This design comes from an exercise in tuning for small area, a short achievable clock period and few clock cycles per item on the open sky130 flow, not from production work.
At most, simulation tests tie the RTL to the original design; equivalence was not proved.

// dotproduct
module dotproduct (
    input  logic         clk_i,
    input  logic         rst_ni,
    input  logic         start_i,
    input  logic [7:0]   nnz_i,
    input  logic [31:0]  a0_i, a1_i, a2_i, a3_i, a4_i,
                         a5_i, a6_i, a7_i, a8_i, a9_i,
    input  logic [31:0]  b0_i, b1_i, b2_i, b3_i, b4_i,
                         b5_i, b6_i, b7_i, b8_i, b9_i,
    input  logic [31:0]  c_i,
    output logic [63:0]  result_o,
    output logic         busy_o,
    output logic         result_valid_o,
    output logic [31:0]  cycle_count_o
);
Size: ~140 flip-flops, roughly 26,000 sq um of cells after synthesis.
==> flow/config.mk <==
export PLATFORM = sky130hd
export DESIGN_NAME = dotproduct
export DESIGN_NICKNAME = dotproduct
export VERILOG_FILES = /design/flow/design.v
export SDC_FILE = /design/flow/constraint.sdc
export NUM_CORES = 4
export LEC_CHECK = 0
export ABC_AREA = 1
export CAP_MARGIN = 50
export CORE_MARGIN = 2
export CORE_UTILIZATION = 40
export SLEW_MARGIN = 60
==> flow/constraint.sdc <==
create_clock -name core_clock -period 15.0 [get_ports {clk_i}]
set_input_delay 3.0000 -clock core_clock [delete_from_list [all_inputs] [get_ports {clk_i}]]
set_output_delay 3.0000 -clock core_clock [all_outputs]
set_load 0.01 [all_outputs]
standard.sh (not shown) runs the stock make flow with config.mk's settings and CLKGATE_MAP_FILE= SYNTH_SCRIPT=/design/flow/synth_recipe.tcl, a recipe that flattens the netlist after the stock synthesis.
==> flow/flow/run.sh <==
#!/bin/bash
set -o pipefail
export BUFFER_PORTS_ARGS="-buffer_cell sky130_fd_sc_hd__buf_1"
bash standard.sh SYNTH_ARGS=-noabc SETUP_SLACK_MARGIN=9.25 finish > standard.log 2>&1
Change:
--- a/flow/design.v
+++ b/flow/design.v
@@ -1528,15 +1528,15 @@
     assign fc710 = (acc[61] & ms521) | (acc[61] & mc584) | (ms521 & mc584);
     assign fs711 = acc[62] ^ ms522 ^ mc585;
     assign fc712 = (acc[62] & ms522) | (acc[62] & mc585) | (ms522 & mc585);
     assign fs713 = acc[63] ^ ms523 ^ mc586;
     assign fc714 = (acc[63] & ms523) | (acc[63] & mc586) | (ms523 & mc586);
     assign fsum = {fs713, fs711, fs709, fs707, fs705, fs703, fs701, fs699, fs697, fs695, fs693, fs691, fs689, fs687, fs685, fs683, fs681, fs679, fs677, fs675, fs673, fs671, fs669, fs667, fs665, fs663, fs661, fs659, fs657, fs655, fs653, fs651, fs649, fs647, fs645, fs643, fs641, fs639, fs637, fs635, fs633, fs631, fs629, fs627, fs625, fs623, fs621, fs619, fs617, fs615, fs613, fs611, fs609, fs607, fs605, fs603, fs601, fs599, fs597, fs595, fs593, fs591, fs589, fs587};
     assign fcar = {fc712, fc710, fc708, fc706, fc704, fc702, fc700, fc698, fc696, fc694, fc692, fc690, fc688, fc686, fc684, fc682, fc680, fc678, fc676, fc674, fc672, fc670, fc668, fc666, fc664, fc662, fc660, fc658, fc656, fc654, fc652, fc650, fc648, fc646, fc644, fc642, fc640, fc638, fc636, fc634, fc632, fc630, fc628, fc626, fc624, fc622, fc620, fc618, fc616, fc614, fc612, fc610, fc608, fc606, fc604, fc602, fc600, fc598, fc596, fc594, fc592, fc590, fc588, mc524};
-    localparam int BW = 32;
+    localparam int BW = 8;
     localparam int NB = 64 / BW;
     logic [NB-2:0] bc;
     logic [63:0]   bcw;
     logic [63:0]   acc_next;
     logic [NB-2:0] bc_next;
     always_comb begin
         bcw = 64'd0;
What happened:
- fmax went up by a few percent
- first-iteration DRC count is lower by a few percent
- flip-flop and latch count went up by 6
- worst setup slack is better by 0.16 ns
- worst hold slack improved by 0.011 ns
- design area decreases by a few percent
- via count came out lower by a few percent
- area after synthesis went down slightly
- routed wire length drops slightly
- register-to-register slack is better by 0.24 ns
- clock skew grows by 0.0056 ns
- global-route usage grows by 0.53 points
- final cell count is lower slightly
Testbench counts after the change, summed over its fixed seeds: cycles 18,851, items 2,400.
For the first run of this note, only the layout was checked, not whether the RTL still works.

* * *

dotproduct, a different RTL version from the one above (not shown whole).
Size in the first run: roughly 3800 cells after synthesis, roughly 160 flip-flops, roughly 780 I/O pins, about 0.027 mm^2 of cells after synthesis.
// dotproduct
module dotproduct (
    input  logic         clk_i,
    input  logic         rst_ni,
    input  logic         start_i,
    input  logic [7:0]   nnz_i,
    input  logic [31:0]  a0_i, a1_i, a2_i, a3_i, a4_i,
                         a5_i, a6_i, a7_i, a8_i, a9_i,
    input  logic [31:0]  b0_i, b1_i, b2_i, b3_i, b4_i,
                         b5_i, b6_i, b7_i, b8_i, b9_i,
    input  logic [31:0]  c_i,
    output logic [63:0]  result_o,
    output logic         busy_o,
    output logic         result_valid_o,
    output logic [31:0]  cycle_count_o
);
    logic        fvalid;      
    logic        fetching;    
    logic        flast;       
    logic        valid_q;
    logic [3:0]  cnt_q;       
    logic [9:0]  sel;         
    logic        pend;        
    logic        plast;       
    logic [16:0] P;           
    logic [31:0] M;           
    logic [7:0]  bneg, bone, btwo;    
    logic        sh;          
    logic [63:0] acc;
    wire start_ok = start_i & ~fvalid;
    wire issue0   = start_ok | (fetching & ~pend);    
    wire go       = issue0 | pend;                     
    logic [31:0] A, B;
    always_comb begin
        A = ({32{sel[0]}} & a0_i) | ({32{sel[1]}} & a1_i) | ({32{sel[2]}} & a2_i) |
            ({32{sel[3]}} & a3_i) | ({32{sel[4]}} & a4_i) | ({32{sel[5]}} & a5_i) |
            ({32{sel[6]}} & a6_i) | ({32{sel[7]}} & a7_i) | ({32{sel[8]}} & a8_i) |
            ({32{sel[9]}} & a9_i);
  ...
export LEC_CHECK = 0
export ABC_AREA = 1
export CAP_MARGIN = 20
export CORE_MARGIN = 2
export CORE_UTILIZATION = 40
export SLEW_MARGIN = 20
create_clock -name core_clock -period 15.0 [get_ports {clk_i}]
==> flow/flow/run.sh <==
#!/bin/bash
set -o pipefail
export BUFFER_PORTS_ARGS="-buffer_cell sky130_fd_sc_hd__buf_1"
bash standard.sh SETUP_SLACK_MARGIN=8.5 finish > standard.log 2>&1
Change:
--- a/flow/design.v
+++ b/flow/design.v
@@ -1522,25 +1522,25 @@
     assign fs705 = acc[59] ^ ms519 ^ mc582;
     assign fc706 = (acc[59] & ms519) | (acc[59] & mc582) | (ms519 & mc582);
     assign fs707 = acc[60] ^ ms520 ^ mc583;
     assign fc708 = (acc[60] & ms520) | (acc[60] & mc583) | (ms520 & mc583);
     assign fs709 = acc[61] ^ ms521 ^ mc584;
     assign fc710 = (acc[61] & ms521) | (acc[61] & mc584) | (ms521 & mc584);
     assign fs711 = acc[62] ^ ms522 ^ mc585;
     assign fc712 = (acc[62] & ms522) | (acc[62] & mc585) | (ms522 & mc585);
     assign fs713 = acc[63] ^ ms523 ^ mc586;
     assign fc714 = (acc[63] & ms523) | (acc[63] & mc586) | (ms523 & mc586);
     assign fsum = {fs713, fs711, fs709, fs707, fs705, fs703, fs701, fs699, fs697, fs695, fs693, fs691, fs689, fs687, fs685, fs683, fs681, fs679, fs677, fs675, fs673, fs671, fs669, fs667, fs665, fs663, fs661, fs659, fs657, fs655, fs653, fs651, fs649, fs647, fs645, fs643, fs641, fs639, fs637, fs635, fs633, fs631, fs629, fs627, fs625, fs623, fs621, fs619, fs617, fs615, fs613, fs611, fs609, fs607, fs605, fs603, fs601, fs599, fs597, fs595, fs593, fs591, fs589, fs587};
     assign fcar = {fc712, fc710, fc708, fc706, fc704, fc702, fc700, fc698, fc696, fc694, fc692, fc690, fc688, fc686, fc684, fc682, fc680, fc678, fc676, fc674, fc672, fc670, fc668, fc666, fc664, fc662, fc660, fc658, fc656, fc654, fc652, fc650, fc648, fc646, fc644, fc642, fc640, fc638, fc636, fc634, fc632, fc630, fc628, fc626, fc624, fc622, fc620, fc618, fc616, fc614, fc612, fc610, fc608, fc606, fc604, fc602, fc600, fc598, fc596, fc594, fc592, fc590, fc588, mc524};
-    localparam int BW = 16;
+    localparam int BW = 8;
     localparam int NB = 64 / BW;
     logic [NB-2:0] bc;
     logic [63:0]   bcw;
     logic [63:0]   acc_next;
     logic [NB-2:0] bc_next;
     always_comb begin
         bcw = 64'd0;
         for (int k = 1; k < NB; k++) bcw[k*BW] = bc[k-1];
     end
     assign {bc_next[0], acc_next[BW-1:0]} = {1'b0, fsum[BW-1:0]} + {1'b0, fcar[BW-1:0]};
     for (genvar k = 1; k < NB; k++) begin : g_blk
         wire [BW+1:0] t = {1'b0, fsum[k*BW +: BW], 1'b1} + {1'b0, fcar[k*BW +: BW], bc[k-1]};
Outcome: First-iteration DRC count decreases by 11%; die area increases by 0.60%; routed wire length decreases by 1.7%; non-clock buffer count decreases by 15; clock-buffer cell count stays the same; core utilization hardly moves; critical path depth decreases by 9; final cell count stays flat.
No functional check of the RTL was part of any run of this note.

* * *

JK:
dotproduct, a different RTL version from the one above (not shown whole).
Size: roughly 780 I/O pins, ~0.027 mm² of cells after synthesis.
clock: 15.0 ns
lec_check: 0
abc_area: 1
cap_margin: 20
core_margin: 2
core_utilization: 40
cts_buf_list: sky130_fd_sc_hd__clkbuf_4 sky130_fd_sc_hd__clkbuf_8
slew_margin: 20
==> flow/flow/run.sh <==
#!/bin/bash
set -o pipefail
export BUFFER_PORTS_ARGS="-buffer_cell sky130_fd_sc_hd__buf_1"
bash standard.sh SETUP_SLACK_MARGIN=9.0 finish > standard.log 2>&1
Testbench counts of JK, summed over its fixed seeds: cycles 18,851, items 2,400.
For MS, these inputs were changed with respect to JK:
--- a/flow/design.v
+++ b/flow/design.v
@@ -1527,17 +1527,17 @@
     assign fs709 = acc[61] ^ ms521 ^ mc584;
     assign fc710 = (acc[61] & ms521) | (acc[61] & mc584) | (ms521 & mc584);
     assign fs711 = acc[62] ^ ms522 ^ mc585;
     assign fc712 = (acc[62] & ms522) | (acc[62] & mc585) | (ms522 & mc585);
     assign fs713 = acc[63] ^ ms523 ^ mc586;
     assign fc714 = (acc[63] & ms523) | (acc[63] & mc586) | (ms523 & mc586);
     assign fsum = {fs713, fs711, fs709, fs707, fs705, fs703, fs701, fs699, fs697, fs695, fs693, fs691, fs689, fs687, fs685, fs683, fs681, fs679, fs677, fs675, fs673, fs671, fs669, fs667, fs665, fs663, fs661, fs659, fs657, fs655, fs653, fs651, fs649, fs647, fs645, fs643, fs641, fs639, fs637, fs635, fs633, fs631, fs629, fs627, fs625, fs623, fs621, fs619, fs617, fs615, fs613, fs611, fs609, fs607, fs605, fs603, fs601, fs599, fs597, fs595, fs593, fs591, fs589, fs587};
     assign fcar = {fc712, fc710, fc708, fc706, fc704, fc702, fc700, fc698, fc696, fc694, fc692, fc690, fc688, fc686, fc684, fc682, fc680, fc678, fc676, fc674, fc672, fc670, fc668, fc666, fc664, fc662, fc660, fc658, fc656, fc654, fc652, fc650, fc648, fc646, fc644, fc642, fc640, fc638, fc636, fc634, fc632, fc630, fc628, fc626, fc624, fc622, fc620, fc618, fc616, fc614, fc612, fc610, fc608, fc606, fc604, fc602, fc600, fc598, fc596, fc594, fc592, fc590, fc588, mc524};
-    localparam int BW = 16;
+    localparam int BW = 32;
     localparam int NB = 64 / BW;
     logic [NB-2:0] bc;
     logic [63:0]   bcw;
     logic [63:0]   acc_next;
     logic [NB-2:0] bc_next;
     always_comb begin
         bcw = 64'd0;
         for (int k = 1; k < NB; k++) bcw[k*BW] = bc[k-1];
## What came out
- Diff JK -> MS: number of signal-net inverters in the final layout shows a reduction of 29; post-placement setup slack now smaller; met1 layer usage reported by global route shows a reduction of 0.35 points; multiplexer share of the synthesized area now larger.
- Share of cell area taken by flip-flops and latches: MS vs JK down 0.27 points
- JK has a lower first-iteration DRC count than MS.
- Comparing JK and MS, clock network area share is higher on JK.
- JK has a lower portion of the layout cell area used by non-clock buffers than MS.
Function not checked in MS: the RTL went through the layout flow alone.

* * *

## alpha
Starting RTL as in the previous note.
==> flow/config.mk <==
export PLATFORM = sky130hd
export DESIGN_NAME = dotproduct
export DESIGN_NICKNAME = dotproduct
export VERILOG_FILES = /design/flow/design.v
export SDC_FILE = /design/flow/constraint.sdc
export NUM_CORES = 4
export LEC_CHECK = 0
export ABC_AREA = 1
export CAP_MARGIN = 50
export CORE_MARGIN = 2
export CORE_UTILIZATION = 40
export SLEW_MARGIN = 60
==> flow/constraint.sdc <==
create_clock -name core_clock -period 15.0 [get_ports {clk_i}]
set_input_delay 3.0000 -clock core_clock [delete_from_list [all_inputs] [get_ports {clk_i}]]
set_output_delay 3.0000 -clock core_clock [all_outputs]
set_load 0.01 [all_outputs]
==> flow/flow/run.sh <==
#!/bin/bash
set -o pipefail
export BUFFER_PORTS_ARGS="-buffer_cell sky130_fd_sc_hd__buf_1"
bash standard.sh SYNTH_ARGS=-noabc SETUP_SLACK_MARGIN=9.25 finish > standard.log 2>&1
alpha reached the end of the flow, and the finished layout is clean on the timing, design-rule and antenna checks.
Testbench counts of alpha, summed over its fixed seeds: cycles 18,851, items 2,400.
The inputs of beta differ from those of alpha as listed below.
--- a/flow/design.v
+++ b/flow/design.v
@@ -1525,21 +1525,21 @@
     assign fs707 = acc[60] ^ ms520 ^ mc583;
     assign fc708 = (acc[60] & ms520) | (acc[60] & mc583) | (ms520 & mc583);
     assign fs709 = acc[61] ^ ms521 ^ mc584;
     assign fc710 = (acc[61] & ms521) | (acc[61] & mc584) | (ms521 & mc584);
     assign fs711 = acc[62] ^ ms522 ^ mc585;
     assign fc712 = (acc[62] & ms522) | (acc[62] & mc585) | (ms522 & mc585);
     assign fs713 = acc[63] ^ ms523 ^ mc586;
     assign fc714 = (acc[63] & ms523) | (acc[63] & mc586) | (ms523 & mc586);
     assign fsum = {fs713, fs711, fs709, fs707, fs705, fs703, fs701, fs699, fs697, fs695, fs693, fs691, fs689, fs687, fs685, fs683, fs681, fs679, fs677, fs675, fs673, fs671, fs669, fs667, fs665, fs663, fs661, fs659, fs657, fs655, fs653, fs651, fs649, fs647, fs645, fs643, fs641, fs639, fs637, fs635, fs633, fs631, fs629, fs627, fs625, fs623, fs621, fs619, fs617, fs615, fs613, fs611, fs609, fs607, fs605, fs603, fs601, fs599, fs597, fs595, fs593, fs591, fs589, fs587};
     assign fcar = {fc712, fc710, fc708, fc706, fc704, fc702, fc700, fc698, fc696, fc694, fc692, fc690, fc688, fc686, fc684, fc682, fc680, fc678, fc676, fc674, fc672, fc670, fc668, fc666, fc664, fc662, fc660, fc658, fc656, fc654, fc652, fc650, fc648, fc646, fc644, fc642, fc640, fc638, fc636, fc634, fc632, fc630, fc628, fc626, fc624, fc622, fc620, fc618, fc616, fc614, fc612, fc610, fc608, fc606, fc604, fc602, fc600, fc598, fc596, fc594, fc592, fc590, fc588, mc524};
-    localparam int BW = 16;
+    localparam int BW = 4;
     localparam int NB = 64 / BW;
     logic [NB-2:0] bc;
     logic [63:0]   bcw;
     logic [63:0]   acc_next;
     logic [NB-2:0] bc_next;
     always_comb begin
         bcw = 64'd0;
         for (int k = 1; k < NB; k++) bcw[k*BW] = bc[k-1];
     end
     assign {bc_next[0], acc_next[BW-1:0]} = {1'b0, fsum[BW-1:0]} + {1'b0, fcar[BW-1:0]};
[summary]
What alpha reported for number of storage elements in the synthesis netlist has to be multiplied by 1.08 to get the figure for beta. In the reports for alpha and beta, the larger number of antenna diodes belongs to beta. Measured against alpha, the sequential cell count of beta comes out at 1.08 times the reference value. Compared with alpha, in beta count of buffers added by post-CTS timing repair for setup now smaller; die area now larger; number of buffers and inverters on the critical path now smaller. Compared with alpha, in beta synthesized cell count picked up an extra 115, via count increased 902.
The RTL of beta was laid out without a check of its function.

-- static timing again, ports no longer ideal --
How much do the figures lean on ideal ports? The routed layouts below were timed once more, with nothing changed but the port constraints. Step 1, drivers: a clkbuf_16 drives clk_i and a buf_2 each remaining input, both assumed. Step 2 moves the port delays by t, midway between the first and last clock arrival at a register: inputs arrive t later, outputs are due t later. That takes back most of the time a late clock gives input paths. a / b / c = no drivers / after step 1 / after step 2; a / b = the first two.
run | shift t [ns] | setup slack, ns | latest minus earliest clock arrival (ns) | slew at the worst register clock pin (ns) | worst slew at a driven data input, ns
the first run of note 1 | 0.567 | 9.184 / 9.184 / 9.184 | 0.021 / 0.021 | 0.08 / 0.08 | 0.27
the second run of note 1 | 0.555 | 9.341 / 9.279 / 9.262 | 0.026 / 0.026 | 0.09 / 0.09 | 0.22
the first run of note 2 | 0.559 | 8.799 / 8.799 / 8.716 | 0.020 / 0.020 | 0.09 / 0.09 | 0.36
the second run of note 2 | 0.559 | 8.725 / 8.660 / 8.790 | 0.013 / 0.013 | 0.08 / 0.08 | 0.31
JK | 0.597 | 9.166 / 9.106 / 8.693 | 0.034 / 0.034 | 0.11 / 0.11 | 0.22
MS | 0.607 | 9.044 / 8.983 / 9.056 | 0.026 / 0.026 | 0.10 / 0.10 | 0.31
alpha | 0.550 | 9.360 / 9.301 / 9.226 | 0.023 / 0.023 | 0.09 / 0.09 | 0.23
beta | 0.532 | 9.302 / 9.243 / 9.356 | 0.025 / 0.026 | 0.08 / 0.08 | 0.24
After both steps setup and hold are still met in every run listed. The setup slack of JK, which loses most, moves by -0.060 ns with the drivers and by -0.473 ns with both steps.
